From an optimization exercise on the open Yosys and OpenROAD flow, aimed at small area and a short achievable clock period; shortcuts taken in it are not production practice.
RTL that was checked went through simulation tests only; none was proved equivalent to the original.
Power figures rest on the tool's default switching activity, not on a simulated workload.

## main
==> flow/design.v (excerpt) <==
module fp_mult_top (
     clk, rst, rnd, a, b, z, status
);
    input logic [31:0] a, b;
    input logic [2:0] rnd;
    output logic [31:0] z;
    output logic [7:0] status;
    input logic clk, rst;
    logic [25:1] x3_a;
    logic [7:0] s1_a, s2_a, s3_a, s4_a;
    logic [6:0] ng_a;
    logic [9:0] e0_a;
    logic cz_a, cnan_a, cinf_a, sticky_a;
    fp_mult_prep prep (
        .a(a), .b(b), .x3(x3_a), .s1(s1_a), .s2(s2_a), .s3(s3_a), .s4(s4_a),
        .ng(ng_a), .e0(e0_a), .cz(cz_a), .cnan(cnan_a), .cinf(cinf_a),
        .sticky(sticky_a)
    );
    logic [22:0] x1;
    logic [25:1] x31;
    logic [7:0] s11, s21, s31, s41;
    logic [6:0] ng1, ns1;    
    logic [9:0] e01;
    logic [2:0] rnd1;
    logic sticky1, sg1, cz1, cnan1, cinf1;
    always_ff @(posedge clk) begin
        x1 <= a[22:0];
        x31 <= x3_a;
        s11 <= s1_a; s21 <= s2_a; s31 <= s3_a; s41 <= s4_a;
        ng1 <= ng_a;
        ns1 <= ~ng_a;
        e01 <= e0_a;
        rnd1 <= rnd;
        sticky1 <= sticky_a;
    end
    always_ff @(posedge clk) begin
        if (rst) begin
            sg1 <= 1'b0; cz1 <= 1'b1; cnan1 <= 1'b0; cinf1 <= 1'b0;
        end else begin
            sg1 <= a[31] ^ b[31]; cz1 <= cz_a; cnan1 <= cnan_a; cinf1 <= cinf_a;
        end
    end
    logic [47:22] p_b;
    logic [2:0] ovf_b, unf_b;
    logic rne_b, incg_b, incn_b, ovinf_b, unmin_b;
    fp_mult_tree tree (
        .x(x1), .x3(x31), .s1(s11), .s2(s21), .s3(s31), .s4(s41), .ng(ng1), .ns(ns1),
        .p(p_b)
    );
    fp_mult_flags flags (
        .e0(e01), .rnd(rnd1), .s(sg1), .sticky(sticky1),
  ...
==> module fp_mult_flags, before the edit <==
module fp_mult_flags (
    input  logic [9:0] e0,        
    input  logic [2:0] rnd,
    input  logic       s,
    input  logic       sticky,
    output logic [2:0] ovf,       
    output logic [2:0] unf,       
    output logic       rne,       
    output logic       incg,      
    output logic       incn,      
    output logic       ovinf,     
    output logic       unmin      
);
    logic m1, m2, m3, m4, m5, up;
    always_comb begin
        for (int k = 0; k < 3; k++) begin
            ovf[k] = $signed(e0) > $signed(10'd254 - 10'(k));
            unf[k] = $signed(e0) < $signed(10'd1 - 10'(k));
        end
        m1 = (rnd == 3'd1);
        m2 = (rnd == 3'd2);
        m3 = (rnd == 3'd3);
        m4 = (rnd == 3'd4);
        m5 = (rnd == 3'd5);
        up = (m2 & ~s) | (m3 & s);       
        rne = ~(m1 | m2 | m3 | m4 | m5);
        incg = up | m5 | (m4 & (~s | sticky)) | (rne & sticky);
        incn = sticky & (up | m5);
        ovinf = ~(m1 | (m2 & s) | (m3 & ~s));
        unmin = up | m5;
    end
endmodule
export LEC_CHECK = 0
export CAP_MARGIN = 20
export CORE_MARGIN = 2
export CORE_UTILIZATION = 60
export CTS_BUF_LIST = sky130_fd_sc_hd__clkbuf_4 sky130_fd_sc_hd__clkbuf_8
export SLEW_MARGIN = 20
create_clock -name core_clock -period 11.0 [get_ports {clk}]
standard.sh (not shown) runs the stock make flow with config.mk's settings and CLKGATE_MAP_FILE= SYNTH_SCRIPT=/design/flow/synth_recipe.tcl, a recipe that flattens the netlist after the stock synthesis.
==> flow/flow/run.sh <==
#!/bin/bash
# The standard layout (standard.sh) with these make settings:
#  - port buffers are sky130_fd_sc_hd__buf_2 cells
#  - SYNTH_ARGS=-noabc: Yosys synth skips its early generic ABC pass, so that the
#    adder extraction sees the RTL's full adders as written
set -euo pipefail
bash standard.sh SETUP_SLACK_MARGIN=5.5 "BUFFER_PORTS_ARGS=-buffer_cell sky130_fd_sc_hd__buf_2" "SYNTH_ARGS=-noabc" finish > standard_make.log 2>&1
main: all stages complete, timing, DRC and antenna checks passed
[inputs] the feature branch vs main
diff --git a/flow/design.v b/flow/design.v
--- a/flow/design.v
+++ b/flow/design.v
@@ -130,23 +130,20 @@
     output logic       ovinf,     
     output logic       unmin      
 );
-    logic m1, m2, m3, m4, m5, up;
     always_comb begin
         for (int k = 0; k < 3; k++) begin
             ovf[k] = $signed(e0) > $signed(10'd254 - 10'(k));
             unf[k] = $signed(e0) < $signed(10'd1 - 10'(k));
         end
-        m1 = (rnd == 3'd1);
-        m2 = (rnd == 3'd2);
-        m3 = (rnd == 3'd3);
-        m4 = (rnd == 3'd4);
-        m5 = (rnd == 3'd5);
-        up = (m2 & ~s) | (m3 & s);       
-        rne = ~(m1 | m2 | m3 | m4 | m5);
-        incg = up | m5 | (m4 & (~s | sticky)) | (rne & sticky);
-        incn = sticky & (up | m5);
-        ovinf = ~(m1 | (m2 & s) | (m3 & ~s));
-        unmin = up | m5;
+        rne = 1'b0; incg = 1'b0; incn = 1'b0; ovinf = 1'b1; unmin = 1'b0;
+        case (rnd)
+            3'd1: begin ovinf = 1'b0; end
+            3'd2: begin incg = ~s; incn = ~s & sticky; ovinf = ~s; unmin = ~s; end
+            3'd3: begin incg = s; incn = s & sticky; ovinf = s; unmin = s; end
+            3'd4: begin incg = ~s | sticky; end
+            3'd5: begin incg = 1'b1; incn = sticky; unmin = 1'b1; end
+            default: begin rne = 1'b1; incg = sticky; end
+        endcase
     end
 endmodule
 module fp_mult_tree (
==> run notes <==
The die area of the feature branch is lower than that of main.
Of the feature branch and main, main shows the higher count of clock-buffer cells in the layout, with the feature branch below it.
Looking at share of post-route cells with drive strength above 1, the feature branch sits above main.
main ended up with met5 as its uppermost signal routing layer after detailed routing; the feature branch ended up with met4.
Going from main to the feature branch, relative contribution of the clock network to total power grows by 0.5 points.
Relative to main, final worst-path cycle share has increased by 0.66 points in the feature branch.
The feature branch vs. main: required arrival time at the worst endpoint was more or less identical; area added between synthesis and finish now larger; post-synthesis share of cell area spent on and, or, nand and nor gates decreased 0.41 points; final setup slack of the worst path dropped 73 ps.
Maximum cell stage delay along the critical path: main vs the feature branch, no meaningful difference
Function not checked in the feature branch: the RTL went through the layout flow alone.

==> what the ideal ports hide <==
Ports are ideal in the flow. The routed layouts listed here were re-timed in OpenROAD.
Step 1 (the two cells are an assumption about what drives the block):
set clk [get_ports {clk}]
set_driving_cell -lib_cell sky130_fd_sc_hd__clkbuf_16 $clk
set_driving_cell -lib_cell sky130_fd_sc_hd__buf_2 [delete_from_list [all_inputs] $clk]
Step 2, shift: input delay + t, output delay - t, t = (earliest + latest rising clock arrival at the registers) / 2. This alone moves slack from input paths to output paths.
a / b / c = no drivers / after step 1 / after step 2; a / b = the first two.
| run | t (ns) | slack for setup (ns) | worst hold slack (ns) | worst setup path at the end |
|---|---|---|---|---|
| main | 0.526 | 5.630 / 5.630 / 5.630 | 0.379 / 0.379 / 0.379 | register to register |
| the feature branch | 0.510 | 5.557 / 5.522 / 5.557 | 0.375 / 0.375 / 0.375 | register to register |
After both steps every run listed still meets setup and hold.
